What follows belongs to an exercise in optimizing a design on an open flow for small area; a production flow would make more cautious choices. Only simulation tests tie the RTL to the original design; equivalence was not proved. No activity file was given, so power comes from the tool's default toggle rates.

==> flow/design.v (outline; a module is shown in full before it is edited, if it fits) <==
// module button_debouncer: 44 lines
// module input_handler: 67 lines
// module game_clocks: 22 lines
// module player_logic: 119 lines
// module background_generator: 18 lines
// module character_renderer: 43 lines
// module graphics_mixer: 48 lines
// module vga_driver: 178 lines
// module game_state_controller: 93 lines
// module text_renderer: 642 lines
// module menu_controller: 116 lines
// module game_timer: 28 lines
// module seven_segment_controller: 151 lines
// module EE314_GROUP38: 196 lines
module EE314_GROUP38(
    input              clk,         
    input              rst,         
    output     [6:0]   HEX0,
    output     [6:0]   HEX1,
    output     [6:0]   HEX2,
    output     [6:0]   HEX3,
    output     [6:0]   HEX4,
    output     [6:0]   HEX5,
    input      [3:0]   KEY,
    input      [1:0]   SW,
    output             VGA_BLANK_N,
    output     [7:0]   VGA_B,
    output             VGA_HS,
    output     [7:0]   VGA_R,
    output     [7:0]   VGA_G,
    output             VGA_SYNC_N,
    output             VGA_VS
);
  // ...
==> flow/run.sh <==
#!/bin/bash
# synth_recipe.tcl (not shown) runs the flow's synth.tcl, then flattens the netlist and writes it again
# the make line also repeats each setting of config.mk as NAME=value (left out here)
make -C /OpenROAD-flow-scripts/flow DESIGN_CONFIG=/design/flow/config.mk WORK_HOME=/design/flow/orfs CLKGATE_MAP_FILE= SYNTH_SCRIPT=/design/flow/synth_recipe.tcl finish
==> flow/config.mk <==
export PLATFORM = sky130hd
export DESIGN_NAME = EE314_GROUP38
export DESIGN_NICKNAME = EE314_GROUP38
export VERILOG_FILES = /design/flow/design.v
export SDC_FILE = /design/flow/constraint.sdc
export NUM_CORES = 4
export LEC_CHECK = 0
export CAP_MARGIN = 20
export CORE_MARGIN = 2
export CORE_UTILIZATION = 40
export PLACE_DENSITY = 0.6
export SLEW_MARGIN = 20
==> flow/constraint.sdc <==
create_clock -name core_clock -period 40.0 [get_ports {clk}]
set_input_delay 8.0000 -clock core_clock [delete_from_list [all_inputs] [get_ports {clk}]]
set_output_delay 8.0000 -clock core_clock [all_outputs]
set_load 0.01 [all_outputs]
==> notes.md, run 1 <==
- Sw Ratio: a little under a third
- Clock buf count: 18
- Layout cell share with drive strength beyond 1: around 5%
- Seq power: between 0.1 and 0.15 mW
- Worst Tran Pin Value: approximately 1.2 ns
- Leak Pwr: between 4 and 5 nW
- Top routing layer in use: met4
- FF-to-FF End: vga_controller_inst.g_reg[0]$_SDFF_PP0_
- Worst-path cell chain: inv_1, ha_1, buf_4, nand2_1, inv_1, clkdlybuf4s50_1
- Die W: around 170 um
- Final Cell Area: approximately 13000 um^2
- CP Class: reg2out
- Via count: 11122
- CTS tree: built
- Maximum clock frequency: a little under 0.1 GHz
- Comb pwr share: 14.4%
- Util after Layout: 44.2%
- Worst setup path start: vga_controller_inst.v_state_reg[0]$_SDFFE_PP0P_
- Routed Antenna Nets: 0
- Commonest non-fill, non-tap cells in the layout: nor2_1 (175), dfxtp_1 (138), nand2_1 (127)
- Tightest hold margin: 0.407 ns
- Run status: timing/DRC/antenna clean
- Synth Area in Simple Gates: about a quarter
- Worst Hold Depth: 1
- Max cap viols: 0
- Met3 GRT Util: under 10%
- Worst Clk Skew: approximately 0.012 ns
- Global-route wire length before repair: between 50000 and 60000 um
- Non-clock buffering overhead: under 10%
- Synth Warn #: 21
- CTS Buf Count: 17
- Seq/Total Area, Yosys: a little under a quarter
- Synth async-reset ratio: 0%
- Critical path's most frequent cell: inv_1
- Total track usage: 21.5%
- GRT busiest layer: met2
- Clock Latency Late Sink: roughly 0.43 ns
- Worst Setup End Kind: primary output
- Final worst-path cycle share: a little over a quarter
- Post-synth EDFFs: 0
==> module button_debouncer, before the edit <==
module button_debouncer (
    input wire clk_fast,             
    input wire reset,                
    input wire btn_raw_in,           
    output reg btn_debounced_out     
);
    localparam CLK_FREQ_HZ = 25_000_000;  
    localparam DEBOUNCE_TIME_MS = 10;     
    localparam DEBOUNCE_CYCLES_THRESHOLD = (CLK_FREQ_HZ / 1000) * DEBOUNCE_TIME_MS;
    localparam COUNTER_WIDTH = $clog2(DEBOUNCE_CYCLES_THRESHOLD);
    reg [COUNTER_WIDTH-1:0] debounce_counter_reg;  
    reg                     btn_intermediate_reg;  
    reg                     btn_sync1_reg;         
    reg                     btn_sync2_reg;         
    always @(posedge clk_fast) begin
        if (reset) begin
            btn_sync1_reg <= 1'b1;  
            btn_sync2_reg <= 1'b1;  
        end else begin
            btn_sync1_reg <= btn_raw_in;
            btn_sync2_reg <= btn_sync1_reg;
        end
    end
    always @(posedge clk_fast) begin
        if (reset) begin
            btn_intermediate_reg <= 1'b1;  
            debounce_counter_reg <= 0;
            btn_debounced_out    <= 1'b1;  
        end else begin
            if (btn_sync2_reg != btn_intermediate_reg) begin
                btn_intermediate_reg <= btn_sync2_reg;
                debounce_counter_reg <= 0;
            end
            else begin
                if (debounce_counter_reg < (DEBOUNCE_CYCLES_THRESHOLD - 1)) begin
                    debounce_counter_reg <= debounce_counter_reg + 1;
                end
                else begin
                    btn_debounced_out <= btn_intermediate_reg;
                end
            end
        end
    end
endmodule
==> module input_handler, before the edit <==
module input_handler (
    input  wire clk_50Mhz,           
    input  wire game_tick,           
    input  wire reset,               
    input  wire p1_key_left_raw_in,
    input  wire p1_key_right_raw_in,
    input  wire p1_key_attack_raw_in,
    input  wire p1_key_confirm_raw_in,
    output wire p1_move_left_cmd_out,
    output wire p1_move_right_cmd_out,
    output wire p1_attack_cmd_out,
    output reg  p1_confirm_cmd_out
);
    wire p1_left_db_n;
    wire p1_right_db_n;
    wire p1_confirm_db_n;
    button_debouncer db_left (
        .clk_fast        (clk_50Mhz),
        .reset           (reset),
        .btn_raw_in      (p1_key_left_raw_in),
        .btn_debounced_out(p1_left_db_n)
    );
    button_debouncer db_right (
        .clk_fast        (clk_50Mhz),
        .reset           (reset),
        .btn_raw_in      (p1_key_right_raw_in),
        .btn_debounced_out(p1_right_db_n)
    );
    button_debouncer db_confirm (
        .clk_fast        (clk_50Mhz),
        .reset           (reset),
        .btn_raw_in      (p1_key_confirm_raw_in),
        .btn_debounced_out(p1_confirm_db_n)
    );
    reg p1_left_sync1, p1_left_sync2;
    reg p1_right_sync1, p1_right_sync2;
    reg p1_confirm_sync1, p1_confirm_sync2;
    always @(posedge clk_50Mhz) begin
        if (reset) begin
            p1_left_sync1     <= 1'b0;
            p1_left_sync2     <= 1'b0;
            p1_right_sync1    <= 1'b0;
            p1_right_sync2    <= 1'b0;
            p1_confirm_sync1  <= 1'b0;
            p1_confirm_sync2  <= 1'b0;
            p1_confirm_cmd_out<= 1'b0;
        end else if (game_tick) begin
            p1_left_sync1     <= ~p1_left_db_n;
            p1_left_sync2     <= p1_left_sync1;
            p1_right_sync1    <= ~p1_right_db_n;
            p1_right_sync2    <= p1_right_sync1;
            p1_confirm_sync1  <= ~p1_confirm_db_n;
            p1_confirm_sync2  <= p1_confirm_sync1;
            p1_confirm_cmd_out<= p1_confirm_sync2;
        end
    end
    assign p1_move_left_cmd_out   = p1_left_sync1;
    assign p1_move_right_cmd_out  = p1_right_sync1;
    reg p1_attack_sync1;
    always @(posedge clk_50Mhz) begin
        if (reset)
            p1_attack_sync1 <= 1'b0;
        else if (game_tick)
            p1_attack_sync1 <= ~p1_key_attack_raw_in;  
    end
    assign p1_attack_cmd_out = p1_attack_sync1;
endmodule
==> module game_clocks, before the edit <==
module game_clocks (
    input  wire clk,             
    input  wire reset_in,        
    input  wire sw1_in,          
    input  wire key_step_in,     
    input  wire frame_sync_in,   
    output wire game_tick_out    
);
    reg key_sync1, key_sync2, key_prev;
    always @(posedge clk) begin
        if (reset_in) begin
            key_sync1 <= 1'b0;
            key_sync2 <= 1'b0;
            key_prev  <= 1'b0;
        end else begin
            key_sync1 <= key_step_in;
            key_sync2 <= key_sync1;
            key_prev  <= key_sync2;
        end
    end
    assign game_tick_out = sw1_in ? (key_sync2 & ~key_prev) : frame_sync_in;
endmodule
==> module player_logic, before the edit <==
module player_logic (
    input  wire        clk,                 
    input  wire        tick,                
    input  wire        reset,              
    input  wire        move_left_cmd_in,
    input  wire        move_right_cmd_in,
    input  wire        p1_attack_cmd_in,
    output reg  [9:0]  char_x_pos_out,      
    output wire [9:0]  char_y_pos_out,      
    output wire [9:0]  char_width_out,      
    output wire [9:0]  char_height_out,     
    output reg  [7:0]  char_color_out_332,  
output wire [1:0] attack_phase_out,
    output wire        attack_active      
);
    localparam P_SCREEN_W   = 10'd640;
    localparam P_SCREEN_H   = 10'd480;
    localparam P_CHAR_W     = 10'd32;
    localparam P_CHAR_H     = 10'd60;
    localparam P_FLOOR_OFF  = 10'd40;
    localparam P_INIT_X     = (P_SCREEN_W - P_CHAR_W) >> 1;
    localparam P_INIT_Y     = P_SCREEN_H - P_CHAR_H - P_FLOOR_OFF;
    localparam P_FWD_SPD    = 10'd3;
    localparam P_BAK_SPD    = 10'd2;
    localparam N_STARTUP = 8'd5, N_ACTIVE = 8'd2,  N_RECOV = 8'd16;
    localparam D_STARTUP = 8'd4, D_ACTIVE = 8'd3,  D_RECOV = 8'd15;
    localparam COL_IDLE    = 8'b11111110;  
    localparam COL_START   = 8'b00011111;  
    localparam COL_ACTIVE  = 8'b11100000;  
    localparam COL_RECOV   = 8'b00111000;  
    localparam S_IDLE     = 2'd0;
    localparam S_STARTUP  = 2'd1;
    localparam S_ACTIVE   = 2'd2;
    localparam S_RECOVERY = 2'd3;
    reg [1:0] state_reg;
    reg [7:0] timer_reg;
    reg       dir_latch;        
    reg       dir_attack;       
    reg       prev_attack;
	 assign attack_phase_out = (state_reg == S_IDLE)     ? 2'b00 :
                          (state_reg == S_STARTUP)  ? 2'b01 :
                          (state_reg == S_ACTIVE)   ? 2'b10 :
                          (state_reg == S_RECOVERY) ? 2'b11 :
                          2'b00; 
    wire attack_trig = p1_attack_cmd_in && !prev_attack;
    assign char_width_out   = P_CHAR_W;
    assign char_height_out  = P_CHAR_H;
    assign char_y_pos_out   = P_INIT_Y;
    assign attack_active    = (state_reg == S_ACTIVE);
    always @(posedge clk) begin
        if (reset) prev_attack <= 1'b0;
        else if (tick) prev_attack <= p1_attack_cmd_in;
    end
    always @(posedge clk) begin
        if (reset) dir_latch <= 1'b0;
        else if (tick && state_reg == S_IDLE)
            dir_latch <= move_left_cmd_in || move_right_cmd_in;
    end
    always @(posedge clk) begin
        if (reset) begin
            char_x_pos_out     <= P_INIT_X;
            char_color_out_332 <= COL_IDLE;
            state_reg          <= S_IDLE;
            timer_reg          <= 8'd0;
            dir_attack         <= 1'b0;
        end else if (tick) begin
            if (attack_trig && state_reg == S_IDLE) begin
                dir_attack         <= dir_latch;
                state_reg          <= S_STARTUP;
                timer_reg          <= dir_latch ? D_STARTUP-1 : N_STARTUP-1;
                char_color_out_332 <= COL_START;
            end else begin
                case (state_reg)
                    S_IDLE: begin
                        char_color_out_332 <= COL_IDLE;
                        if (move_left_cmd_in) begin
                            if (char_x_pos_out >= P_BAK_SPD)
                                char_x_pos_out <= char_x_pos_out - P_BAK_SPD;
                            else
                                char_x_pos_out <= 10'd0;
                        end else if (move_right_cmd_in) begin
                            if (char_x_pos_out <= P_SCREEN_W - P_CHAR_W - P_FWD_SPD)
                                char_x_pos_out <= char_x_pos_out + P_FWD_SPD;
                            else
                                char_x_pos_out <= P_SCREEN_W - P_CHAR_W;
                        end
                    end
                    S_STARTUP: begin
                        char_color_out_332 <= COL_START;
                        if (timer_reg == 0) begin
                            state_reg          <= S_ACTIVE;
                            timer_reg          <= dir_attack ? D_ACTIVE-1 : N_ACTIVE-1;
                            char_color_out_332 <= COL_ACTIVE;
                        end else
                            timer_reg <= timer_reg - 1;
                    end
                    S_ACTIVE: begin
                        char_color_out_332 <= COL_ACTIVE;
                        if (timer_reg == 0) begin
                            state_reg          <= S_RECOVERY;
                            timer_reg          <= dir_attack ? D_RECOV-1 : N_RECOV-1;
                            char_color_out_332 <= COL_RECOV;
                        end else
                            timer_reg <= timer_reg - 1;
                    end
                    S_RECOVERY: begin
                        char_color_out_332 <= COL_RECOV;
                        if (timer_reg == 0) begin
                            state_reg          <= S_IDLE;
                            char_color_out_332 <= COL_IDLE;
                        end else
                            timer_reg <= timer_reg - 1;
                    end
                    default: state_reg <= S_IDLE;
                endcase
            end
        end
    end
endmodule
==> module character_renderer, before the edit <==
module character_renderer (
    input  wire        display_enable,
    input  wire [9:0]  current_pixel_x,
    input  wire [9:0]  current_pixel_y,
    input  wire [9:0]  char_x_pos_in,
    input  wire [9:0]  char_y_pos_in,
    input  wire [9:0]  char_width_in,
    input  wire [9:0]  char_height_in,
    input  wire [7:0]  char_color_in_332,
    input  wire [1:0]  attack_phase_in,
    output reg  [7:0]  char_pixel_color_out_332,
    output reg         char_is_visible_at_pixel_out
);
    wire [9:0] body_right  = char_x_pos_in + char_width_in  - 1;
    wire [9:0] body_bottom = char_y_pos_in + char_height_in - 1;
    wire        in_body_x  = (current_pixel_x >= char_x_pos_in) && (current_pixel_x <= body_right);
    wire        in_body_y  = (current_pixel_y >= char_y_pos_in) && (current_pixel_y <= body_bottom);
    localparam HITBOX_WIDTH  = 32;
    localparam HITBOX_HEIGHT = 8;
    wire [9:0] hitbox_left   = body_right + 1;
    wire [9:0] hitbox_right  = hitbox_left + HITBOX_WIDTH  - 1;
    wire [9:0] hitbox_top    = char_y_pos_in + (char_height_in >> 1) - (HITBOX_HEIGHT >> 1);
    wire [9:0] hitbox_bottom = hitbox_top   + HITBOX_HEIGHT - 1;
    wire        in_hitbox_x  = (current_pixel_x >= hitbox_left)  && (current_pixel_x <= hitbox_right);
    wire        in_hitbox_y  = (current_pixel_y >= hitbox_top)   && (current_pixel_y <= hitbox_bottom);
    always @(*) begin
        char_is_visible_at_pixel_out = 1'b0;
        char_pixel_color_out_332    = 8'b00000000;
        if (display_enable && in_body_x && in_body_y) begin
            char_is_visible_at_pixel_out = 1'b1;
            char_pixel_color_out_332     = char_color_in_332;
        end
        if (display_enable && (attack_phase_in != 2'b00) && in_hitbox_x && in_hitbox_y) begin
            char_is_visible_at_pixel_out = 1'b1;
            case (attack_phase_in)
                2'b01: char_pixel_color_out_332 = 8'b000_000_11;  
                2'b10: char_pixel_color_out_332 = 8'b111_000_00;  
                2'b11: char_pixel_color_out_332 = 8'b000_111_00;  
                default: char_pixel_color_out_332 = 8'b00000000;
            endcase
        end
    end
endmodule
==> module graphics_mixer, before the edit <==
module graphics_mixer (
    input  wire        display_enable,          
    input  wire [9:0]  pixel_x,                 
    input  wire [9:0]  pixel_y,                 
    input  wire [7:0]  background_color_in_332,  
    input  wire [9:0]  char_x_pos,               
    input  wire [9:0]  char_y_pos,               
    input  wire [9:0]  char_width,               
    input  wire [9:0]  char_height,              
    input  wire [7:0]  char_color_in_332,        
    input  wire [1:0]  attack_phase,             
    input  wire [2:0]  current_game_state,       
    input  wire [7:0]  menu_color_in_332,        
    input  wire        menu_pixel_visible,       
    output reg  [7:0]  final_pixel_color_out_332
);
    localparam STATE_MENU      = 3'b000;
    localparam STATE_COUNTDOWN = 3'b001;
    localparam STATE_GAMEPLAY  = 3'b010;
    localparam STATE_GAME_OVER = 3'b011;
    wire gameplay_active = (current_game_state == STATE_GAMEPLAY);
    wire [7:0] sprite_color;
    wire       sprite_visible;
    character_renderer char_inst (
        .display_enable               (display_enable),
        .current_pixel_x              (pixel_x),
        .current_pixel_y              (pixel_y),
        .char_x_pos_in                (char_x_pos),
        .char_y_pos_in                (char_y_pos),
        .char_width_in                (char_width),
        .char_height_in               (char_height),
        .char_color_in_332            (char_color_in_332),
        .attack_phase_in              (attack_phase),
        .char_pixel_color_out_332     (sprite_color),
        .char_is_visible_at_pixel_out (sprite_visible)
    );
    always @(*) begin
        if (!display_enable) begin
            final_pixel_color_out_332 = 8'b00000000;
        end else if (menu_pixel_visible) begin
            final_pixel_color_out_332 = menu_color_in_332;
        end else if (gameplay_active && sprite_visible) begin
            final_pixel_color_out_332 = sprite_color;
        end else begin
            final_pixel_color_out_332 = background_color_in_332;
        end
    end
endmodule
==> module vga_driver, before the edit <==
module vga_driver (
    input wire pixel_clk,          
    input wire reset,              
    input wire [7:0] color_in_332,  
    output wire [9:0] pixel_x,     
    output wire [9:0] pixel_y,     
    output wire display_enable,    
    output wire vga_hsync,         
    output wire vga_vsync,         
    output wire [2:0] vga_r_out,       
    output wire [2:0] vga_g_out,       
    output wire [1:0] vga_b_out,        
	 output wire frame_sync,        
    output wire vblank             
);
    localparam [9:0] H_ACTIVE_CYCLES  = 10'd640;
    localparam [9:0] H_FRONT_CYCLES   = 10'd25;
    localparam [9:0] H_PULSE_CYCLES   = 10'd96;
    localparam [9:0] H_BACK_CYCLES    = 10'd39;
    localparam [9:0] H_ACTIVE_PARAM  = H_ACTIVE_CYCLES -1; 
    localparam [9:0] H_FRONT_PARAM   = H_FRONT_CYCLES -1;  
    localparam [9:0] H_PULSE_PARAM   = H_PULSE_CYCLES -1;  
    localparam [9:0] H_BACK_PARAM    = H_BACK_CYCLES -1;   
    localparam [9:0] V_ACTIVE_LINES   = 10'd480;
    localparam [9:0] V_FRONT_LINES    = 10'd10;
    localparam [9:0] V_PULSE_LINES    = 10'd2;
    localparam [9:0] V_BACK_LINES     = 10'd33;
    localparam [9:0] V_ACTIVE_PARAM   = V_ACTIVE_LINES -1;  
    localparam [9:0] V_FRONT_PARAM    = V_FRONT_LINES -1;   
    localparam [9:0] V_PULSE_PARAM    = V_PULSE_LINES -1;   
    localparam [9:0] V_BACK_PARAM     = V_BACK_LINES -1;    
    localparam [1:0] S_H_ACTIVE    = 2'd0; 
    localparam [1:0] S_H_FRONT     = 2'd1;
    localparam [1:0] S_H_PULSE     = 2'd2;
    localparam [1:0] S_H_BACK      = 2'd3;
    localparam [1:0] S_V_ACTIVE    = 2'd0;
    localparam [1:0] S_V_FRONT     = 2'd1;
    localparam [1:0] S_V_PULSE     = 2'd2;
    localparam [1:0] S_V_BACK      = 2'd3;
    reg hsync_reg_internal;  
    reg vsync_reg_internal;  
    reg [2:0] r_reg;
    reg [2:0] g_reg;
    reg [1:0] b_reg;
    reg line_done_tick;
    reg [9:0] h_count;
    reg [9:0] v_count;
    reg [1:0] h_state_reg;
    reg [1:0] v_state_reg;
    assign display_enable = (h_state_reg == S_H_ACTIVE) && (v_state_reg == S_V_ACTIVE);
    assign pixel_x = (h_state_reg == S_H_ACTIVE) ? h_count : 10'd0;  
    assign pixel_y = (v_state_reg == S_V_ACTIVE) ? v_count : 10'd0;  
    always @(posedge pixel_clk) begin
        if (reset) begin
            h_count <= 0; v_count <= 0;
            h_state_reg <= S_H_ACTIVE; v_state_reg <= S_V_ACTIVE;
            hsync_reg_internal <= 1'b1; vsync_reg_internal <= 1'b1;
            line_done_tick <= 1'b0;
            r_reg <= 0; g_reg <= 0; b_reg <= 0;
        end else begin
            line_done_tick <= 1'b0;
            case (h_state_reg)
                S_H_ACTIVE: begin
                    hsync_reg_internal <= 1'b1;  
                    if (h_count == H_ACTIVE_PARAM) begin
                        h_count <= 0;
                        h_state_reg <= S_H_FRONT;
                    end else begin
                        h_count <= h_count + 1;
                    end
                end
                S_H_FRONT: begin
                    hsync_reg_internal <= 1'b1;
                    if (h_count == H_FRONT_PARAM) begin
                        h_count <= 0;
                        h_state_reg <= S_H_PULSE;
                    end else begin
                        h_count <= h_count + 1;
                    end
                end
                S_H_PULSE: begin
                    hsync_reg_internal <= 1'b0;  
                    if (h_count == H_PULSE_PARAM) begin
                        h_count <= 0;
                        h_state_reg <= S_H_BACK;
                    end else begin
                        h_count <= h_count + 1;
                    end
                end
                S_H_BACK: begin
                    hsync_reg_internal <= 1'b1;
                    if (h_count == H_BACK_PARAM) begin
                        h_count <= 0;
                        h_state_reg <= S_H_ACTIVE;
                        line_done_tick <= 1'b1;  
                    end else begin
                        h_count <= h_count + 1;
                    end
                end
                default: begin 
                    h_state_reg <= S_H_ACTIVE;
                    h_count <= 0;
                end
            endcase
            if (line_done_tick) begin
                case (v_state_reg)
                    S_V_ACTIVE: begin
                        vsync_reg_internal <= 1'b1;  
                        if (v_count == V_ACTIVE_PARAM) begin
                            v_count <= 0;
                            v_state_reg <= S_V_FRONT;
                        end else begin
                            v_count <= v_count + 1;
                        end
                    end
                    S_V_FRONT: begin
                        vsync_reg_internal <= 1'b1;
                        if (v_count == V_FRONT_PARAM) begin
                            v_count <= 0;
                            v_state_reg <= S_V_PULSE;
                        end else begin
                            v_count <= v_count + 1;
                        end
                    end
                    S_V_PULSE: begin
                        vsync_reg_internal <= 1'b0;  
                        if (v_count == V_PULSE_PARAM) begin
                            v_count <= 0;
                            v_state_reg <= S_V_BACK;
                        end else begin
                            v_count <= v_count + 1;
                        end
                    end
                    S_V_BACK: begin
                        vsync_reg_internal <= 1'b1;
                        if (v_count == V_BACK_PARAM) begin
                            v_count <= 0;
                            v_state_reg <= S_V_ACTIVE;
                        end else begin
                            v_count <= v_count + 1;
                        end
                    end
                    default: begin  
                        v_state_reg <= S_V_ACTIVE;
                        v_count <= 0;
                    end
                endcase
            end
            if ((h_state_reg == S_H_ACTIVE) && (v_state_reg == S_V_ACTIVE)) begin
                r_reg <= color_in_332[7:5];
                g_reg <= color_in_332[4:2];
                b_reg <= color_in_332[1:0];
            end else begin
                r_reg <= 3'b0;  
                g_reg <= 3'b0;
                b_reg <= 2'b0;
            end
        end
    end
    assign vga_hsync = hsync_reg_internal;
    assign vga_vsync = vsync_reg_internal;
    assign vga_r_out = r_reg;
    assign vga_g_out = g_reg;
    assign vga_b_out = b_reg;
	 reg frame_sync_reg;
    reg prev_vsync;
    always @(posedge pixel_clk) begin
        if (reset) begin
            frame_sync_reg <= 1'b0;
            prev_vsync <= 1'b1;
        end else begin
            prev_vsync <= vsync_reg_internal;
            frame_sync_reg <= (~prev_vsync) & vsync_reg_internal;
        end
    end
    assign frame_sync = frame_sync_reg;
    assign vblank = (v_state_reg != S_V_ACTIVE);  
endmodule
==> module game_state_controller, before the edit <==
module game_state_controller (
    input wire clk,                          
    input wire tick,                         
    input wire reset,                        
    input wire p1_any_button_pressed,        
    input wire sw0_game_mode,                
    input wire game_over_condition,          
    input wire winner_p1,                    
    input wire winner_p2,
    output reg [2:0] current_game_state,     
    output reg [7:0] countdown_value,        
    output reg game_mode_1p,                 
    output reg start_gameplay,               
    output reg reset_gameplay,                
	 output reg timer_enable,                 
output reg timer_reset                 
);
    localparam STATE_MENU      = 3'b000;
    localparam STATE_COUNTDOWN = 3'b001;
    localparam STATE_GAMEPLAY  = 3'b010;
    localparam STATE_GAME_OVER = 3'b011;
    localparam COUNTDOWN_START = 8'd180;     
    localparam COUNTDOWN_2     = 8'd120;     
    localparam COUNTDOWN_1     = 8'd60;      
    localparam COUNTDOWN_START_TEXT = 8'd0;  
    reg [2:0] state_reg, state_next;
    reg [7:0] countdown_timer;
    reg prev_p1_button;
    wire p1_button_edge = p1_any_button_pressed && !prev_p1_button;
    always @(posedge clk) begin
        if (reset) begin
            state_reg <= STATE_MENU;
            countdown_timer <= 8'd0;
            prev_p1_button <= 1'b0;
            game_mode_1p <= 1'b0;
        end else if (tick) begin
            state_reg <= state_next;
            prev_p1_button <= p1_any_button_pressed;
            game_mode_1p <= sw0_game_mode;
            if (state_reg == STATE_COUNTDOWN) begin
                if (countdown_timer > 0)
                    countdown_timer <= countdown_timer - 1;
            end else if (state_next == STATE_COUNTDOWN) begin
                countdown_timer <= COUNTDOWN_START;
            end
        end
    end
    always @(*) begin
        state_next = state_reg;
        case (state_reg)
            STATE_MENU: begin
                if (p1_button_edge) begin
                    state_next = STATE_COUNTDOWN;
                end
            end
            STATE_COUNTDOWN: begin
                if (countdown_timer == 0) begin
                    state_next = STATE_GAMEPLAY;
                end
            end
            STATE_GAMEPLAY: begin
                if (game_over_condition) begin
                    state_next = STATE_GAME_OVER;
                end
            end
            STATE_GAME_OVER: begin
                if (p1_button_edge) begin
                    state_next = STATE_MENU;
                end
            end
            default: state_next = STATE_MENU;
        endcase
    end
always @(*) begin
    current_game_state = state_reg;
    start_gameplay = (state_reg == STATE_COUNTDOWN && countdown_timer == 0);
    reset_gameplay = (state_reg == STATE_MENU || state_reg == STATE_COUNTDOWN);
    timer_enable = (state_reg == STATE_GAMEPLAY);
    timer_reset = (state_reg == STATE_MENU) || (state_next == STATE_COUNTDOWN && state_reg != STATE_COUNTDOWN);
    if (state_reg == STATE_COUNTDOWN) begin
        if (countdown_timer > COUNTDOWN_2)
            countdown_value = 8'd3;            
        else if (countdown_timer > COUNTDOWN_1)
            countdown_value = 8'd2;            
        else if (countdown_timer > COUNTDOWN_START_TEXT)
            countdown_value = 8'd1;            
        else
            countdown_value = 8'd0;            
    end else begin
        countdown_value = 8'd255;              
    end
end
endmodule
==> inputs of run 2 (changes only) <==
==> flow/design.v (replaced) <==
module button_debouncer (
    input  wire clk,
    input  wire rst,
    input  wire btn_raw_in,
    output reg  btn_debounced_out
);
    localparam [17:0] DB_TERM = 18'h0de83;
    reg        s1, s2;
    reg [17:0] c;
    always @(posedge clk) begin
        if (rst) begin
            s1 <= 1'b1;
            s2 <= 1'b1;
            c  <= 18'd1;
            btn_debounced_out <= 1'b1;
        end else begin
            s1 <= btn_raw_in;
            s2 <= s1;
            c  <= (s1 != s2) ? 18'd0 : {c[16:0], ~(c[17] ^ c[10])};
            if (c == DB_TERM)
                btn_debounced_out <= s2;
        end
    end
endmodule
module input_handler (
    input  wire clk,
    input  wire rst,
    input  wire tick,
    input  wire key_left,
    input  wire key_right,
    input  wire key_attack,
    output reg  mv_l,
    output reg  mv_r,
    output reg  atk
);
    wire db_l, db_r;
    button_debouncer db_left  (.clk(clk), .rst(rst), .btn_raw_in(key_left),  .btn_debounced_out(db_l));
    button_debouncer db_right (.clk(clk), .rst(rst), .btn_raw_in(key_right), .btn_debounced_out(db_r));
    always @(posedge clk) begin
        if (rst) begin
            mv_l <= 1'b0; mv_r <= 1'b0; atk <= 1'b0;
        end else if (tick) begin
            mv_l <= ~db_l;
            mv_r <= ~db_r;
            atk  <= ~key_attack;
        end
    end
endmodule
module game_clocks (
    input  wire clk,
    input  wire rst,
    input  wire sw1,
    input  wire key_step,
    input  wire frame_sync,
    output wire tick
);
    reg k1, k2, kp;
    always @(posedge clk) begin
        if (rst) begin
            k1 <= 1'b0; k2 <= 1'b0; kp <= 1'b0;
        end else begin
            k1 <= key_step; k2 <= k1; kp <= k2;
        end
    end
    assign tick = sw1 ? (k2 & ~kp) : frame_sync;
endmodule
module player_logic (
    input  wire       clk,
    input  wire       rst,
    input  wire       tick,
    input  wire       mv_l,
    input  wire       mv_r,
    input  wire       atk,
    output reg  [9:0] px,
    output wire [1:0] ps
);
    reg [4:0] k;
    reg       dir_latch, dir_attack, prev_attack;
    wire idle = (k == 5'd0);
    wire k_end = (k == {4'b1011, ~dir_attack});
    assign ps = idle ? 2'd0 :
                (k <= {4'b0010, ~dir_attack}) ? 2'd1 :
                (k <= 5'd7) ? 2'd2 : 2'd3;
    wire [9:0] px_step = px + (mv_l ? 10'h3fe : 10'd3);
    wire low_clamp  = (px[9:1] == 9'd0);         
    wire high_clamp = (px > 10'd605);
    always @(posedge clk) begin
        if (rst) begin
            px <= 10'd304; k <= 5'd0;
            dir_latch <= 1'b0; dir_attack <= 1'b0; prev_attack <= 1'b0;
        end else if (tick) begin
            prev_attack <= atk;
            if (idle)
                dir_latch <= mv_l | mv_r;
            if (idle) begin
                if (atk && !prev_attack) begin
                    dir_attack <= dir_latch;
                    k <= 5'd1;
                end else if (mv_l)
                    px <= low_clamp ? 10'd0 : px_step;
                else if (mv_r)
                    px <= high_clamp ? 10'd608 : px_step;
            end else
                k <= k_end ? 5'd0 : k + 5'd1;
        end
    end
endmodule
module character_renderer (
    input  wire [9:0] H,
    input  wire [9:0] V,
    input  wire [9:0] px,
    input  wire [1:0] ps,
    output wire       body,
    output wire       hitbox
);
    wire [10:0] dx = {1'b0, H} - {1'b0, px};
    wire near_x = (dx[10:6] == 5'd0);
    assign body   = near_x && !dx[5] && (V >= 10'd380) && (V <= 10'd439);
    assign hitbox = near_x &&  dx[5] && (V >= 10'd406) && (V <= 10'd413) && (ps != 2'd0);
endmodule
module graphics_mixer (
    input  wire       st_menu,
    input  wire       st_cd,
    input  wire       mode_1p,
    input  wire       lit,
    input  wire       y_title,
    input  wire       y_mode,
    input  wire       body,
    input  wire       hitbox,
    input  wire [1:0] ps,
    output reg  [3:0] code
);
    localparam [3:0] C_BG = 4'b1001, C_WHITE = 4'b0011, C_GREEN = 4'b0010, C_ORANGE = 4'b0101, C_LGRAY = 4'b1110, C_RED = 4'b0001, C_CREAM = 4'b0111, C_START = 4'b1010, C_RECOV = 4'b1111, C_BLUE = 4'b1000;
    always @(*) begin
        code = C_BG;
        if (st_menu) begin
            if (lit) begin
                if (y_title)     code = C_WHITE;
                else if (y_mode) code = mode_1p ? C_GREEN : C_ORANGE;
                else             code = C_LGRAY;
            end
        end else if (st_cd) begin
            if (lit) code = C_RED;
        end else if (hitbox) begin
            case (ps)
                2'd1: code = C_BLUE;
                2'd2: code = C_RED;
                default: code = C_GREEN;
            endcase
        end else if (body) begin
            case (ps)
                2'd0: code = C_CREAM;
                2'd1: code = C_START;
                2'd2: code = C_RED;
                default: code = C_RECOV;
            endcase
        end
    end
endmodule
module vga_driver (
    input  wire       clk,
    input  wire       rst,
    output reg  [9:0] H,
    output reg  [9:0] V,
    output wire       de,
    output wire       hs,
    output wire       vs,
    output wire       frame_sync
);
    reg ldt;
    wire h_end = (H == 10'd799);
    always @(posedge clk) begin
        if (rst) begin
            H   <= 10'd0;
            V   <= 10'd0;
            ldt <= 1'b0;
        end else begin
            H   <= h_end ? 10'd0 : H + 10'd1;
            ldt <= h_end;
            V   <= (ldt && V == 10'd524) ? 10'd0 : V + {9'd0, ldt};
        end
    end
    assign de = (H < 10'd640) && (V < 10'd480);
    assign hs = !((H >= 10'd666) && (H <= 10'd761));
    assign vs = !((V == 10'd491) || (V == 10'd492));
    assign frame_sync = (V == 10'd493) && (H == 10'd2);
endmodule
module game_state_controller (
    input  wire       clk,
    input  wire       rst,
    input  wire       tick,
    input  wire       any_btn,
    input  wire       sw0,
    output reg  [2:0] st,
    output reg        mode_1p
);
    reg [5:0] cr;
    reg       prev_btn;
    always @(posedge clk) begin
        if (rst) begin
            st <= 3'b000; cr <= 6'd0; prev_btn <= 1'b0; mode_1p <= 1'b0;
        end else if (tick) begin
            prev_btn <= any_btn;
            mode_1p  <= sw0;
            if (st == 3'b000) begin
                if (any_btn && !prev_btn) begin
                    st <= 3'b111;
                    cr <= 6'd59;
                end
            end else if (st[2]) begin
                if (st[1:0] == 2'd0)
                    st <= 3'b001;
                else if (cr == 6'd0) begin
                    st[1:0] <= st[1:0] - 2'd1;
                    cr <= 6'd59;
                end else
                    cr <= cr - 6'd1;
            end
        end
    end
endmodule
module text_renderer (
    input  wire [9:0] H,
    input  wire [9:0] V,
    input  wire st_menu,
    input  wire st_cd,
    input  wire [1:0] cdp,
    input  wire mode_1p,
    output wire lit,
    output wire y_title,
    output wire y_mode
);
  wire new_n29, new_n30, new_n31, new_n32, new_n33, new_n34, new_n35,
    new_n36, new_n37, new_n38, new_n39, new_n40, new_n41, new_n42, new_n43,
    new_n44, new_n45, new_n46, new_n47, new_n48, new_n49, new_n51, new_n52,
    new_n53, new_n54, new_n55, new_n57, new_n58, new_n59, new_n60, new_n61,
    new_n62, new_n63, new_n64, new_n65, new_n66, new_n67, new_n68, new_n69,
    new_n70, new_n71, new_n72, new_n73, new_n74, new_n75, new_n76, new_n77,
    new_n78, new_n79, new_n80, new_n81, new_n82, new_n83, new_n84, new_n85,
    new_n86, new_n87, new_n88, new_n89, new_n90, new_n91, new_n92, new_n93,
    new_n94, new_n95, new_n96, new_n97, new_n98, new_n99, new_n100,
    new_n101, new_n102, new_n103, new_n104, new_n105, new_n106, new_n107,
    new_n108, new_n109, new_n110, new_n111, new_n112, new_n113, new_n114,
    new_n115, new_n116, new_n117, new_n118, new_n119, new_n120, new_n121,
    new_n122, new_n123, new_n124, new_n125, new_n126, new_n127, new_n128,
    new_n129, new_n130, new_n131, new_n132, new_n133, new_n134, new_n135,
    new_n136, new_n137, new_n138, new_n139, new_n140, new_n141, new_n142,
    new_n143, new_n144, new_n145, new_n146, new_n147, new_n148, new_n149,
    new_n150, new_n151, new_n152, new_n153, new_n154, new_n155, new_n156,
    new_n157, new_n158, new_n159, new_n160, new_n161, new_n162, new_n163,
    new_n164, new_n165, new_n166, new_n167, new_n168, new_n169, new_n170,
    new_n171, new_n172, new_n173, new_n174, new_n175, new_n176, new_n177,
    new_n178, new_n179, new_n180, new_n181, new_n182, new_n183, new_n184,
    new_n185, new_n186, new_n187, new_n188, new_n189, new_n190, new_n191,
    new_n192, new_n193, new_n194, new_n195, new_n196, new_n197, new_n198,
    new_n199, new_n200, new_n201, new_n202, new_n203, new_n204, new_n205,
    new_n206, new_n207, new_n208, new_n209, new_n210, new_n211, new_n212,
    new_n213, new_n214, new_n215, new_n216, new_n217, new_n218, new_n219,
    new_n220, new_n221, new_n222, new_n223, new_n224, new_n225, new_n226,
    new_n227, new_n228, new_n229, new_n230, new_n231, new_n232, new_n233,
    new_n234, new_n235, new_n236, new_n237, new_n238, new_n239, new_n240,
    new_n241, new_n242, new_n243, new_n244, new_n245, new_n246, new_n247,
    new_n248, new_n249, new_n250, new_n251, new_n252, new_n253, new_n254,
    new_n255, new_n256, new_n257, new_n258, new_n259, new_n260, new_n261,
    new_n262, new_n263, new_n264, new_n265, new_n266, new_n267, new_n268,
    new_n269, new_n270, new_n271, new_n272, new_n273, new_n274, new_n275,
    new_n276, new_n277, new_n278, new_n279, new_n280, new_n281, new_n282,
    new_n283, new_n284, new_n285, new_n286, new_n287, new_n288, new_n289,
    new_n290, new_n291, new_n292, new_n293, new_n294, new_n295, new_n296,
    new_n297, new_n298, new_n299, new_n300, new_n301, new_n302, new_n303,
    new_n304, new_n305, new_n306, new_n307, new_n308, new_n309, new_n310,
    new_n311, new_n312, new_n313, new_n314, new_n315, new_n316, new_n317,
    new_n318, new_n319, new_n320, new_n321, new_n322, new_n323, new_n324,
    new_n325, new_n326, new_n327, new_n328, new_n329, new_n330, new_n331,
    new_n332, new_n333, new_n334, new_n335, new_n336, new_n337, new_n338,
    new_n339, new_n340, new_n341, new_n342, new_n343, new_n344, new_n345,
    new_n346, new_n347, new_n348, new_n349, new_n350, new_n351;
  assign new_n29 = ~H[7] & H[8];
  assign new_n30 = ~H[9] & new_n29;
  assign new_n31 = st_cd & new_n30;
  assign new_n32 = V[4] & ~V[5];
  assign new_n33 = V[3] & new_n32;
  assign new_n34 = V[6] & V[7];
  assign new_n35 = ~V[8] & new_n34;
  assign new_n36 = V[3] & ~V[5];
  assign new_n37 = ~new_n32 & ~new_n36;
  assign new_n38 = new_n35 & ~new_n37;
  assign new_n39 = ~new_n33 & new_n38;
  assign new_n40 = new_n31 & new_n39;
  assign new_n41 = cdp[0] & new_n40;
  assign new_n42 = V[1] & V[2];
  assign new_n43 = ~V[3] & ~new_n42;
  assign new_n44 = ~new_n32 & ~new_n43;
  assign new_n45 = ~V[4] & V[5];
  assign new_n46 = new_n43 & ~new_n45;
  assign new_n47 = ~V[6] & ~V[8];
  assign new_n48 = V[7] & new_n47;
  assign new_n49 = ~new_n46 & new_n48;
  assign y_title = ~new_n44 & new_n49;
  assign new_n51 = ~new_n41 & ~y_title;
  assign new_n52 = V[2] & V[3];
  assign new_n53 = ~new_n45 & ~new_n52;
  assign new_n54 = ~new_n32 & new_n52;
  assign new_n55 = ~new_n53 & ~new_n54;
  assign y_mode = new_n35 & new_n55;
  assign new_n57 = V[1] & new_n47;
  assign new_n58 = ~y_mode & ~new_n57;
  assign new_n59 = ~V[2] & ~new_n58;
  assign new_n60 = V[2] & new_n58;
  assign new_n61 = ~new_n59 & ~new_n60;
  assign new_n62 = ~V[3] & ~new_n57;
  assign new_n63 = V[3] & new_n57;
  assign new_n64 = ~new_n62 & ~new_n63;
  assign new_n65 = V[2] & ~new_n64;
  assign new_n66 = ~V[3] & V[5];
  assign new_n67 = V[6] & new_n66;
  assign new_n68 = ~new_n36 & ~new_n67;
  assign new_n69 = ~V[2] & new_n68;
  assign new_n70 = ~new_n65 & ~new_n69;
  assign new_n71 = new_n61 & new_n70;
  assign new_n72 = ~H[2] & ~V[6];
  assign new_n73 = H[2] & V[6];
  assign new_n74 = ~new_n72 & ~new_n73;
  assign new_n75 = ~H[1] & ~new_n74;
  assign new_n76 = H[1] & new_n74;
  assign new_n77 = ~new_n75 & ~new_n76;
  assign new_n78 = ~H[0] & ~H[1];
  assign new_n79 = H[0] & H[1];
  assign new_n80 = ~new_n78 & ~new_n79;
  assign new_n81 = ~new_n77 & ~new_n80;
  assign new_n82 = V[0] & ~new_n81;
  assign new_n83 = ~V[1] & ~new_n47;
  assign new_n84 = ~new_n57 & ~new_n83;
  assign new_n85 = ~V[2] & ~new_n84;
  assign new_n86 = ~new_n82 & new_n85;
  assign new_n87 = V[0] & new_n77;
  assign new_n88 = V[2] & new_n87;
  assign new_n89 = ~V[0] & ~V[2];
  assign new_n90 = H[2] & ~new_n89;
  assign new_n91 = ~new_n77 & ~new_n90;
  assign new_n92 = new_n84 & ~new_n91;
  assign new_n93 = ~new_n88 & ~new_n92;
  assign new_n94 = ~new_n86 & new_n93;
  assign new_n95 = new_n71 & ~new_n94;
  assign new_n96 = st_menu & new_n30;
  assign new_n97 = y_title & new_n96;
  assign new_n98 = ~H[3] & H[4];
  assign new_n99 = H[3] & H[6];
  assign new_n100 = ~new_n98 & ~new_n99;
  assign new_n101 = ~new_n97 & new_n100;
  assign new_n102 = new_n97 & ~new_n100;
  assign new_n103 = ~new_n101 & ~new_n102;
  assign new_n104 = ~H[5] & ~H[6];
  assign new_n105 = y_mode & new_n96;
  assign new_n106 = new_n104 & new_n105;
  assign new_n107 = ~H[3] & ~H[5];
  assign new_n108 = H[6] & ~new_n107;
  assign new_n109 = H[3] & H[5];
  assign new_n110 = H[4] & ~new_n109;
  assign new_n111 = ~new_n108 & ~new_n110;
  assign new_n112 = new_n41 & new_n111;
  assign new_n113 = ~new_n106 & ~new_n112;
  assign new_n114 = ~new_n75 & new_n113;
  assign new_n115 = ~new_n103 & new_n114;
  assign new_n116 = ~V[0] & ~new_n84;
  assign new_n117 = new_n71 & ~new_n116;
  assign new_n118 = ~new_n115 & new_n117;
  assign new_n119 = V[1] & new_n117;
  assign new_n120 = ~V[0] & ~V[1];
  assign new_n121 = new_n76 & ~new_n120;
  assign new_n122 = ~new_n119 & new_n121;
  assign new_n123 = ~new_n118 & ~new_n122;
  assign new_n124 = ~new_n80 & ~new_n84;
  assign new_n125 = ~new_n123 & ~new_n124;
  assign new_n126 = ~V[0] & ~new_n77;
  assign new_n127 = ~new_n87 & ~new_n126;
  assign new_n128 = H[2] & ~V[0];
  assign new_n129 = ~new_n84 & ~new_n128;
  assign new_n130 = ~new_n127 & new_n129;
  assign new_n131 = new_n70 & ~new_n130;
  assign new_n132 = ~new_n125 & new_n131;
  assign new_n133 = ~new_n95 & ~new_n132;
  assign new_n134 = ~new_n51 & ~new_n133;
  assign new_n135 = ~new_n61 & new_n68;
  assign new_n136 = new_n51 & new_n70;
  assign new_n137 = new_n123 & new_n136;
  assign new_n138 = ~new_n135 & ~new_n137;
  assign new_n139 = V[0] & V[1];
  assign new_n140 = new_n75 & new_n139;
  assign new_n141 = ~V[3] & ~new_n76;
  assign new_n142 = ~new_n140 & new_n141;
  assign new_n143 = new_n138 & new_n142;
  assign new_n144 = ~cdp[0] & new_n40;
  assign new_n145 = cdp[1] & new_n144;
  assign new_n146 = H[2] & H[3];
  assign new_n147 = ~H[2] & ~H[3];
  assign new_n148 = ~new_n146 & ~new_n147;
  assign new_n149 = new_n40 & ~new_n148;
  assign new_n150 = new_n98 & new_n149;
  assign new_n151 = H[5] & ~new_n146;
  assign new_n152 = mode_1p & ~new_n146;
  assign new_n153 = H[4] & ~new_n147;
  assign new_n154 = ~new_n152 & new_n153;
  assign new_n155 = ~new_n151 & ~new_n154;
  assign new_n156 = new_n105 & ~new_n155;
  assign new_n157 = ~new_n150 & ~new_n156;
  assign new_n158 = ~new_n145 & new_n157;
  assign new_n159 = ~V[3] & new_n45;
  assign new_n160 = ~new_n33 & ~new_n159;
  assign new_n161 = ~V[6] & ~V[7];
  assign new_n162 = V[8] & new_n161;
  assign new_n163 = new_n96 & new_n162;
  assign new_n164 = ~new_n160 & new_n163;
  assign new_n165 = new_n40 & ~new_n147;
  assign new_n166 = ~new_n164 & ~new_n165;
  assign new_n167 = H[5] & ~new_n166;
  assign new_n168 = ~H[5] & new_n166;
  assign new_n169 = ~new_n167 & ~new_n168;
  assign new_n170 = new_n158 & ~new_n169;
  assign new_n171 = ~new_n81 & new_n116;
  assign new_n172 = ~new_n138 & ~new_n171;
  assign new_n173 = new_n170 & ~new_n172;
  assign new_n174 = ~new_n143 & new_n173;
  assign new_n175 = ~new_n134 & new_n174;
  assign new_n176 = V[0] & ~V[1];
  assign new_n177 = ~new_n89 & ~new_n176;
  assign new_n178 = new_n43 & new_n177;
  assign new_n179 = new_n156 & new_n178;
  assign new_n180 = new_n84 & new_n135;
  assign new_n181 = V[0] & new_n180;
  assign new_n182 = ~cdp[1] & new_n144;
  assign new_n183 = new_n113 & ~new_n182;
  assign new_n184 = H[2] & ~new_n183;
  assign new_n185 = ~new_n104 & new_n164;
  assign new_n186 = ~new_n184 & ~new_n185;
  assign new_n187 = ~new_n113 & new_n186;
  assign new_n188 = new_n97 & new_n107;
  assign new_n189 = H[6] & ~new_n164;
  assign new_n190 = ~new_n182 & new_n189;
  assign new_n191 = H[6] & new_n109;
  assign new_n192 = ~new_n98 & ~new_n191;
  assign new_n193 = ~new_n190 & new_n192;
  assign new_n194 = ~new_n188 & ~new_n193;
  assign new_n195 = ~new_n187 & new_n194;
  assign new_n196 = ~H[4] & new_n108;
  assign new_n197 = ~new_n186 & ~new_n196;
  assign new_n198 = ~H[4] & new_n186;
  assign new_n199 = ~new_n194 & ~new_n198;
  assign new_n200 = ~new_n197 & new_n199;
  assign new_n201 = ~new_n195 & ~new_n200;
  assign new_n202 = ~new_n156 & ~new_n164;
  assign new_n203 = H[6] & ~new_n147;
  assign new_n204 = new_n202 & ~new_n203;
  assign new_n205 = H[5] & ~V[6];
  assign new_n206 = ~new_n147 & ~new_n205;
  assign new_n207 = new_n111 & ~new_n206;
  assign new_n208 = ~H[6] & ~V[6];
  assign new_n209 = H[4] & ~new_n208;
  assign new_n210 = H[3] & ~new_n209;
  assign new_n211 = ~H[5] & ~new_n210;
  assign new_n212 = ~new_n207 & ~new_n211;
  assign new_n213 = ~new_n190 & ~new_n212;
  assign new_n214 = ~new_n204 & new_n213;
  assign new_n215 = ~H[4] & ~H[6];
  assign new_n216 = new_n40 & ~new_n215;
  assign new_n217 = cdp[0] & ~cdp[1];
  assign new_n218 = new_n216 & ~new_n217;
  assign new_n219 = ~new_n214 & ~new_n218;
  assign new_n220 = new_n71 & new_n116;
  assign new_n221 = new_n77 & ~new_n80;
  assign new_n222 = ~new_n220 & ~new_n221;
  assign new_n223 = H[6] & ~new_n170;
  assign new_n224 = ~new_n222 & new_n223;
  assign new_n225 = ~new_n219 & ~new_n224;
  assign new_n226 = new_n201 & new_n225;
  assign new_n227 = ~new_n181 & ~new_n226;
  assign new_n228 = ~new_n179 & ~new_n227;
  assign new_n229 = ~new_n175 & new_n228;
  assign new_n230 = new_n70 & new_n171;
  assign new_n231 = new_n115 & ~new_n230;
  assign new_n232 = ~new_n220 & new_n231;
  assign new_n233 = ~new_n84 & new_n95;
  assign new_n234 = ~H[0] & new_n233;
  assign new_n235 = new_n80 & new_n170;
  assign new_n236 = ~new_n234 & new_n235;
  assign new_n237 = ~new_n232 & ~new_n236;
  assign new_n238 = ~new_n180 & ~new_n237;
  assign new_n239 = ~new_n81 & new_n106;
  assign new_n240 = ~new_n77 & ~new_n233;
  assign new_n241 = V[0] & new_n80;
  assign new_n242 = new_n94 & ~new_n241;
  assign new_n243 = V[3] & ~new_n84;
  assign new_n244 = new_n77 & new_n243;
  assign new_n245 = ~new_n242 & new_n244;
  assign new_n246 = H[6] & ~new_n245;
  assign new_n247 = ~new_n240 & new_n246;
  assign new_n248 = H[5] & ~new_n97;
  assign new_n249 = new_n104 & ~new_n164;
  assign new_n250 = ~new_n248 & ~new_n249;
  assign new_n251 = ~new_n190 & new_n250;
  assign new_n252 = ~new_n247 & new_n251;
  assign new_n253 = ~new_n239 & ~new_n252;
  assign new_n254 = ~new_n238 & ~new_n253;
  assign new_n255 = ~new_n97 & ~new_n149;
  assign new_n256 = new_n111 & ~new_n255;
  assign new_n257 = ~new_n214 & ~new_n256;
  assign new_n258 = ~new_n254 & new_n257;
  assign new_n259 = ~V[0] & ~new_n76;
  assign new_n260 = new_n84 & ~new_n259;
  assign new_n261 = ~V[5] & ~new_n260;
  assign new_n262 = ~V[2] & ~new_n261;
  assign new_n263 = H[2] & new_n78;
  assign new_n264 = new_n120 & new_n263;
  assign new_n265 = ~H[2] & ~V[3];
  assign new_n266 = ~H[0] & new_n120;
  assign new_n267 = H[2] & V[3];
  assign new_n268 = H[1] & ~new_n267;
  assign new_n269 = ~new_n266 & new_n268;
  assign new_n270 = ~new_n265 & ~new_n269;
  assign new_n271 = ~new_n264 & new_n270;
  assign new_n272 = ~new_n262 & ~new_n271;
  assign new_n273 = ~V[2] & V[3];
  assign new_n274 = new_n84 & new_n221;
  assign new_n275 = new_n80 & new_n116;
  assign new_n276 = ~new_n87 & ~new_n275;
  assign new_n277 = ~new_n274 & new_n276;
  assign new_n278 = H[2] & ~V[1];
  assign new_n279 = ~H[2] & new_n139;
  assign new_n280 = ~new_n278 & ~new_n279;
  assign new_n281 = ~new_n277 & new_n280;
  assign new_n282 = ~new_n273 & ~new_n281;
  assign new_n283 = ~new_n58 & new_n244;
  assign new_n284 = ~new_n282 & ~new_n283;
  assign new_n285 = ~new_n61 & ~new_n284;
  assign new_n286 = ~new_n272 & ~new_n285;
  assign new_n287 = ~new_n117 & ~new_n286;
  assign new_n288 = ~new_n95 & ~new_n158;
  assign new_n289 = ~new_n287 & new_n288;
  assign new_n290 = ~H[2] & ~V[1];
  assign new_n291 = H[0] & ~new_n290;
  assign new_n292 = H[2] & ~new_n176;
  assign new_n293 = ~new_n291 & ~new_n292;
  assign new_n294 = ~new_n51 & new_n293;
  assign new_n295 = new_n117 & ~new_n294;
  assign new_n296 = new_n70 & ~new_n295;
  assign new_n297 = new_n77 & ~new_n296;
  assign new_n298 = ~new_n51 & new_n77;
  assign new_n299 = H[2] & ~new_n84;
  assign new_n300 = ~new_n116 & ~new_n128;
  assign new_n301 = H[0] & ~new_n300;
  assign new_n302 = ~new_n299 & ~new_n301;
  assign new_n303 = ~new_n61 & ~new_n302;
  assign new_n304 = new_n298 & ~new_n303;
  assign new_n305 = ~V[1] & ~new_n74;
  assign new_n306 = ~new_n75 & ~new_n266;
  assign new_n307 = ~new_n305 & new_n306;
  assign new_n308 = ~H[0] & new_n139;
  assign new_n309 = H[0] & new_n176;
  assign new_n310 = ~H[1] & ~new_n309;
  assign new_n311 = ~new_n308 & new_n310;
  assign new_n312 = new_n76 & new_n308;
  assign new_n313 = ~new_n311 & ~new_n312;
  assign new_n314 = new_n307 & new_n313;
  assign new_n315 = new_n136 & new_n314;
  assign new_n316 = ~new_n304 & ~new_n315;
  assign new_n317 = ~new_n117 & ~new_n316;
  assign new_n318 = new_n158 & ~new_n317;
  assign new_n319 = ~new_n297 & new_n318;
  assign new_n320 = ~new_n257 & ~new_n319;
  assign new_n321 = ~new_n289 & new_n320;
  assign new_n322 = ~new_n258 & ~new_n321;
  assign new_n323 = ~new_n201 & ~new_n322;
  assign new_n324 = ~new_n77 & new_n117;
  assign new_n325 = new_n231 & ~new_n324;
  assign new_n326 = new_n97 & new_n109;
  assign new_n327 = new_n202 & ~new_n326;
  assign new_n328 = new_n84 & new_n241;
  assign new_n329 = ~new_n124 & ~new_n328;
  assign new_n330 = new_n117 & new_n329;
  assign new_n331 = new_n298 & ~new_n330;
  assign new_n332 = ~new_n327 & ~new_n331;
  assign new_n333 = ~new_n325 & new_n332;
  assign new_n334 = new_n80 & ~new_n178;
  assign new_n335 = ~new_n81 & ~new_n334;
  assign new_n336 = H[1] & new_n128;
  assign new_n337 = new_n71 & new_n336;
  assign new_n338 = ~new_n335 & ~new_n337;
  assign new_n339 = ~new_n135 & new_n216;
  assign new_n340 = ~new_n220 & new_n339;
  assign new_n341 = ~new_n338 & new_n340;
  assign new_n342 = new_n77 & ~new_n135;
  assign new_n343 = new_n135 & new_n277;
  assign new_n344 = H[6] & ~new_n40;
  assign new_n345 = ~new_n343 & new_n344;
  assign new_n346 = ~new_n342 & new_n345;
  assign new_n347 = new_n219 & ~new_n346;
  assign new_n348 = ~new_n341 & new_n347;
  assign new_n349 = ~new_n333 & new_n348;
  assign new_n350 = new_n201 & new_n349;
  assign new_n351 = ~new_n323 & ~new_n350;
  assign lit = ~new_n229 & new_n351;
endmodule
module seven_segment_controller (
    input  wire       clk,
    input  wire       rst,
    input  wire       tick,
    input  wire       st_menu,
    input  wire       mode_1p,
    output wire [6:0] hex0,
    output wire [6:0] hex1,
    output wire [6:0] hex2,
    output wire [6:0] hex3,
    output wire [6:0] hex4,
    output wire [6:0] hex5
);
    reg hx, hy;
    always @(posedge clk) begin
        if (rst) begin
            hx <= 1'b0; hy <= 1'b0;
        end else if (tick) begin
            hx <= !st_menu | !mode_1p;
            hy <= !st_menu |  mode_1p;
        end
    end
    wire f  = hx & hy;
    wire m2 = hx & ~hy;
    wire m1 = ~hx & hy;
    assign hex5 = f ? 7'b0001110 : 7'b1111111;
    assign hex4 = f ? 7'b1111001 : 7'b1111111;
    assign hex3 = f ? 7'b1000010 : 7'b1111111;
    assign hex2 = f ? 7'b0001001 : m1 ? 7'b1111001 : m2 ? 7'b0100100 : 7'b1111111;
    assign hex1 = f ? 7'b0000111 : (m1 | m2) ? 7'b0001100 : 7'b1111111;
    assign hex0 = 7'b1111111;
endmodule
module EE314_GROUP38(
    input              clk,         
    input              rst,         
    output     [6:0]   HEX0,
    output     [6:0]   HEX1,
    output     [6:0]   HEX2,
    output     [6:0]   HEX3,
    output     [6:0]   HEX4,
    output     [6:0]   HEX5,
    input      [3:0]   KEY,
    input      [1:0]   SW,
    output             VGA_BLANK_N,
    output     [7:0]   VGA_B,
    output             VGA_HS,
    output     [7:0]   VGA_R,
    output     [7:0]   VGA_G,
    output             VGA_SYNC_N,
    output             VGA_VS
);
    wire [9:0] H, V;
    wire de, frame_sync, tick;
    wire mv_l, mv_r, atk;
    wire [2:0] st;
    wire mode_1p;
    wire [9:0] px;
    wire [1:0] ps;
    wire lit, y_title, y_mode, body, hitbox;
    wire [3:0] code;
    wire st_menu = (st == 3'b000);
    wire st_gp   = (st == 3'b001);
    wire st_cd   = st[2];
    vga_driver vga (.clk(clk), .rst(rst), .H(H), .V(V), .de(de), .hs(VGA_HS), .vs(VGA_VS),
                    .frame_sync(frame_sync));
    game_clocks clocks (.clk(clk), .rst(rst), .sw1(SW[1]), .key_step(KEY[0]),
                        .frame_sync(frame_sync), .tick(tick));
    input_handler inputs (.clk(clk), .rst(rst), .tick(tick), .key_left(KEY[1]), .key_right(KEY[2]),
                          .key_attack(KEY[3]), .mv_l(mv_l), .mv_r(mv_r), .atk(atk));
    game_state_controller game (.clk(clk), .rst(rst), .tick(tick), .any_btn(mv_l | mv_r | atk),
                                .sw0(SW[0]), .st(st), .mode_1p(mode_1p));
    player_logic player (.clk(clk), .rst(rst | ~st_gp), .tick(tick), .mv_l(mv_l), .mv_r(mv_r),
                         .atk(atk), .px(px), .ps(ps));
    text_renderer text (.H(H), .V(V), .st_menu(st_menu), .st_cd(st_cd), .cdp(st[1:0]),
                        .mode_1p(mode_1p), .lit(lit), .y_title(y_title), .y_mode(y_mode));
    character_renderer sprite (.H(H), .V(V), .px(px), .ps(ps), .body(body), .hitbox(hitbox));
    graphics_mixer mixer (.st_menu(st_menu), .st_cd(st_cd), .mode_1p(mode_1p), .lit(lit),
                          .y_title(y_title), .y_mode(y_mode), .body(body), .hitbox(hitbox),
                          .ps(ps), .code(code));
    reg [3:0] cc;
    always @(posedge clk) begin
        if (rst || !de) begin
            cc <= 4'd0;
        end else begin
            cc <= code;
        end
    end
    reg [7:0] rgb;
    always @(*) begin
        case (cc)
            4'b1001: rgb = 8'b001_001_01;   
            4'b0011: rgb = 8'b111_111_11;   
            4'b0010: rgb = 8'b000_111_00;   
            4'b0101: rgb = 8'b111_100_00;   
            4'b1110: rgb = 8'b110_110_10;   
            4'b0001: rgb = 8'b111_000_00;   
            4'b0111: rgb = 8'b111_111_10;   
            4'b1010: rgb = 8'b000_111_11;   
            4'b1111: rgb = 8'b001_110_00;   
            4'b1000: rgb = 8'b000_000_11;   
            default: rgb = 8'b000_000_00;
        endcase
    end
    assign VGA_R = {rgb[7:5], rgb[7:6], rgb[7:5]};
    assign VGA_G = {rgb[4:2], rgb[4:3], rgb[4:2]};
    assign VGA_B = {rgb[1:0], rgb[1:0], rgb[1:0], rgb[1:0]};
    assign VGA_BLANK_N = de;
    assign VGA_SYNC_N  = 1'b1;
    seven_segment_controller seg7 (.clk(clk), .rst(rst), .tick(tick), .st_menu(st_menu),
                                   .mode_1p(mode_1p), .hex0(HEX0), .hex1(HEX1), .hex2(HEX2),
                                   .hex3(HEX3), .hex4(HEX4), .hex5(HEX5));
endmodule
==> flow/flow/run.sh (new file) <==
#!/bin/bash
# Own layout flow: the standard flow (standard.sh) unchanged for
# synthesis, with three layout changes:
#  - after floorplanning, OpenROAD's restructure re-maps the combinational
#    logic for area (registers are not touched);
#  - ports are buffered with 1x buffers;
#  - the clock tree uses the small clock buffers listed in config.mk.
# Each make step's full output goes to a log file in the work folder.
set -euo pipefail
here=$(cd "$(dirname "${BASH_SOURCE[0]}")" && pwd)
export POST_FLOORPLAN_TCL="$here/restructure.tcl"
export BUFFER_PORTS_ARGS="-buffer_cell sky130_fd_sc_hd__buf_1"
bash standard.sh synth > synth.log 2>&1
bash standard.sh floorplan > floorplan.log 2>&1
bash standard.sh finish > layout.log 2>&1
==> flow/flow/restructure.tcl (new file) <==
# Area-oriented resynthesis of the combinational logic (registers are kept).
# restructure hands ABC a liberty file, and ABC does not know the platform's
# don't-use list, so it gets a copy of the library without those cells.
proc write_filtered_lib { src dst patterns } {
  set in [open $src r]
  set out [open $dst w]
  set skip 0
  while { [gets $in line] >= 0 } {
    if { !$skip && [regexp {^    cell \("([^"]+)"\)} $line -> name] } {
      foreach p $patterns {
        if { [string match $p $name] } { set skip 1; break }
      }
    }
    if { !$skip } {
      puts $out $line
    } elseif { $line eq "    \}" } {
      set skip 0
    }
  }
  close $in
  close $out
}

remove_buffers
set rmp_dir $::env(RESULTS_DIR)/rmp
file mkdir $rmp_dir
set rmp_lib $rmp_dir/rmp.lib
write_filtered_lib [lindex $::env(LIB_FILES) 0] $rmp_lib $::env(DONT_USE_CELLS)
restructure -target area -liberty_file $rmp_lib \
  -tielo_port sky130_fd_sc_hd__conb_1/LO -tiehi_port sky130_fd_sc_hd__conb_1/HI \
  -work_dir $rmp_dir/
file delete $rmp_lib
==> flow/standard.sh (new file) <==
#!/bin/bash
# synth_recipe.tcl (not shown) runs the flow's synth.tcl, then flattens the netlist and writes it again
# the make line also repeats each setting of config.mk as NAME=value (left out here)
make -C /OpenROAD-flow-scripts/flow DESIGN_CONFIG=/design/flow/config.mk WORK_HOME=/design/flow/orfs CLKGATE_MAP_FILE= SYNTH_SCRIPT=/design/flow/synth_recipe.tcl "${@:-finish}"
==> flow/config.mk (replaced) <==
export PLATFORM = sky130hd
export DESIGN_NAME = EE314_GROUP38
export DESIGN_NICKNAME = EE314_GROUP38
export VERILOG_FILES = /design/flow/design.v
export SDC_FILE = /design/flow/constraint.sdc
export NUM_CORES = 4
export LEC_CHECK = 0
export CAP_MARGIN = 20
export CORE_MARGIN = 2
export CORE_UTILIZATION = 40
export CTS_BUF_LIST = sky130_fd_sc_hd__clkbuf_8
export PLACE_DENSITY = 0.6
export SLEW_MARGIN = 20
removed: flow/run.sh
==> run 2 against run 1 <==
Utilization down 9.3 points; non-clock buffer count down 9; critical endpoint is now player.px[7]$_SDFFE_PP0P_; die area down 36%; via count down 48%; area after synthesis down 37%; setup slack worse by 0.61 ns; critical path depth up 8; largest cell class unchanged; clock power down about 60%.
==> notes.md, run 2 <==
- Antenna violations before repair: 0
- CTS tree: built
- Post-route insts no fill: 1058
- Post CTS Setup Buffer Count: 0
- Max Transition Viols Final: 0
- Hold-fix buffers, CTS: 0
- Area delta synth->final: -14.7%
- Seq/Total Area, Yosys: 29.1% (+5.3 points)
- GRT busiest layer: met2
- Compound-Gate Fraction of Synth Area: just over 20%
- Count of final setup violators: 0
- Syn Area/Cell: between 8 and 9 um^2
- Final Cell Area: 6290 um^2 (-50%)
- # rows: 49
- FF-to-FF End: rgb[0]$_DFF_P_
- Max cap viols: 0 (unchanged)
- Reg area: between 2000 and 2500 um^2
- Via count: 5758 (-48%)
- Yosys top cell by area: dfxtp_1
- Met1 usage: between 20 and 25%
- Largest net degree at the start of global routing: 21
- CTS Buf Count: 9 (-8)
- Worst EP arrival: around 11 ns
- Area contributors post-synth: dfxtp_1 (29%), ha_1 (8.0%), buf_4 (5.9%)
- DP Area: 6090 um^2
- Adder-cell area share of the yosys netlist: a little over 8%
- Core ar.: roughly 18000 um^2
- Worst Tran Pin Value: 0.870 ns (-0.305 ns)
- Pre-CTS setup slack: roughly 29 ns
- Leak Pwr: 1.97 nW (-59%)
- CP startpoint kind: input port
- H-tree depth: 3
- Largest family of logic cells by synthesized area: simple AND/OR/NAND/NOR gates
- FF-to-FF setup slack: 34.24 ns
- CP Data Required Time: a little over 40 ns
- Util after Layout: 34.9% (-9.3 points)
- WL per Instance: roughly 15 um
- Synth Warn #: 9 (-57%)
- Vias in the first global route: approximately 4900
- Commonest cells in the netlist: dfxtp_1 (107), nor2_1 (91), buf_4 (58), a21oi_1 (53), inv_1 (52)
- DRC viols: 0
- Most frequent cell after synthesis: dfxtp_1
- Hold Fails Final Rpt: 0
- Worst Setup End Kind: flip-flop
- Layout cell share with drive strength beyond 1: 2.41% (-2.6 points)
- Pwr per Cell Area: a little over 30 nW/um^2
- Root buffer cell: clkbuf_8
- Hold EP: inputs.db_left.c[15]$_SDFF_PP0_
- Run status: timing/DRC/antenna clean
- Met3 GRT Util: 3.34% (-0.25 points)
- Crit path time final: 11.03 ns
- Synth async-reset ratio: 0% (unchanged)
- Sw Ratio: 27.7% (-2.3 points)
- Crit Path Max Fanout: 15
- Worst setup slack after layout: between 20 and 30 ns
- Sequential share of power: 57.4%
- Routed Antenna Nets: 0 (unchanged)
- GR Overflow Total: 0
- Commonest non-fill, non-tap cells in the layout: nor2_1 (129), clkinv_1 (108), dfxtp_1 (107)
- Placed insts: between 1000 and 1500
- CTS sink cnt: 107
- Synth Area in Simple Gates: 25.3% (-0.82 points)
- Worst r2r path cells: 19
- Post-Route WL: approximately 15000 um
- Fillcell total: 1934
- Comb pwr share: 7.3% (-7.1 points)
- Internal: approximately 0.14 mW
- Resized Gates After CTS: 0
- GRT met2 Usage: approximately 24%
- Vias per cell: between 5 and 6
- CTS max path bufs: 2
- CP Class: in2reg
- Xor and xnor area share after synthesis: around 3.7%
- I/O Buffers: 58
- Total track usage: 15.3% (-6.2 points)
- Synth Register Bits: 107
- R2R Path Start: vga.H[2]$_SDFF_PP0_
- Unrepaired setup endpoints after global routing: false
- Min-Delay Path Class: reg2reg
- Post-synth EDFFs: 0 (unchanged)
- DIE HEIGHT: 140 um
- Global-route wire length before repair: 24500 um (-55%)
- Distinct cells, synth: 94
- Most common cell after layout, fill and taps aside: nor2_1
- Worst Clk Skew: 0.00842 ns (-0.00324 ns)
- Worst Hold Depth: 2 (+1)
- Final HPWL DP: between 10000 and 15000 um
- Relative slew margins: 42.0%
- Die area: just under 20000 um^2
- Cell Area, Synth: approximately 7400 um^2
- Clock Latency Late Sink: 0.39 ns (-0.04 ns)
- Setup TNS: 0 ns
- Area share of the largest cell type after synthesis: 29.1%
- Final worst-path cycle share: 27.6% (+1.5 points)
- Maximum clock frequency: 0.0907 GHz (-5.6%)
- Drt first-iter violations: around 430
- Die W: 140 um (-20%)
- Maximum vdd drop: between 20 and 25 uV
- Clk pwr share: about a third
- Cells after Synth: about 900
- Area occupied by multi-input gates: between 3000 and 4000 um^2
[run 2: worst max-delay path by stage]
| stage | startpoint | endpoint | slack (ns) |
|---|---|---|---|
| 6_report | SW[1] | player.px[7]$_SDFFE_PP0P_ | 28.97 |
| 5_1_grt | SW[1] | player.px[7]$_SDFFE_PP0P_ | 28.68 |
| 4_1_cts | SW[1] | player.px[7]$_SDFFE_PP0P_ | 28.99 |
| 3_5_place_dp | SW[1] | player.px[7]$_SDFFE_PP0P_ | 28.57 |
| 3_3_place_gp | SW[1] | player.px[7]$_SDFFE_PP0P_ | 28.67 |
| 2_1_floorplan | SW[1] | game.cr[4]$_SDFFE_PP0P_ | 30.23 |
[run 2: per-layer routing]
metal  wire (um)  vias up
met3        1110       31
met4         324        0
met5           0        -
met2        6870      240
met1        7120     2635
li1            -     2852
[run 2: kinds of logic (layout without fill, tap and decap cells)]
| logic type | Yosys count | after routing |
|---|---|---|
| AO/OA/AOI/OAI | 208 | 239 |
| flip-flops | 107 | 107 |
| multiplexers | 16 | 2 |
| adder cells (fa/ha/maj) | 48 | 0 |
| AND/OR/NAND/NOR | 347 | 274 |
| other | 1 | 19 |
| buffers and inverters | 147 | 186 |
| XOR/XNOR | 30 | 2 |
[run 2: per-stage QoR]
stage | power (mW) | hold WS [ns]
finish | 0.191 | 0.426
global placement | 0.126 | 0.408
global route | 0.200 | 0.449
detailed placement | 0.126 | 0.411
CTS | 0.193 | 0.427
floorplan | 0.128 | 0.413
[run 2: worst max-delay path: stages]
cell and delay, ns:
buf_1 0.12, nor4_1 0.26, nand4_1 0.13, o22ai_1 0.17
buf_4 0.22, clkinv_1 0.19, nor2_1 0.27, clkinv_1 0.13
nor3_1 0.61, clkinv_1 0.42, nor2_1 0.18, nand2_1 0.17
o32a_1 0.40, nor2_1 0.07
[run 2: cell type report]
| class | instances | share of cell area, % |
|---|---|---|
| sequential | 107 | 34.1 |
| clock inverter | 6 | 0.995 |
| tap | 229 | 4.56 |
| multi-input combinational | 536 | 47.8 |
| inverter | 108 | 6.45 |
| clock buffer | 10 | 2.19 |
| timing repair buffer | 62 | 3.94 |
[run 2: power groups by stage]
stage / sequential [mW] / clock [mW] / combinational, mW
after floorplan: 0.112 / 0 / 0.0160
after global placement: 0.112 / 0 / 0.0137
after detailed placement: 0.112 / 0 / 0.0136
after CTS: 0.110 / 0.0698 / 0.0137
after global routing: 0.110 / 0.0743 / 0.0154
final: 0.110 / 0.0675 / 0.0140

Re-timed with assumed drivers on the ports (clkbuf_16 on the clock, buf_2 on other inputs), run 2 has 28.979 ns of setup slack against 28.974 ns with ideal ports, and 28.555 ns once port delays also move by the mid clock arrival of 0.424 ns.
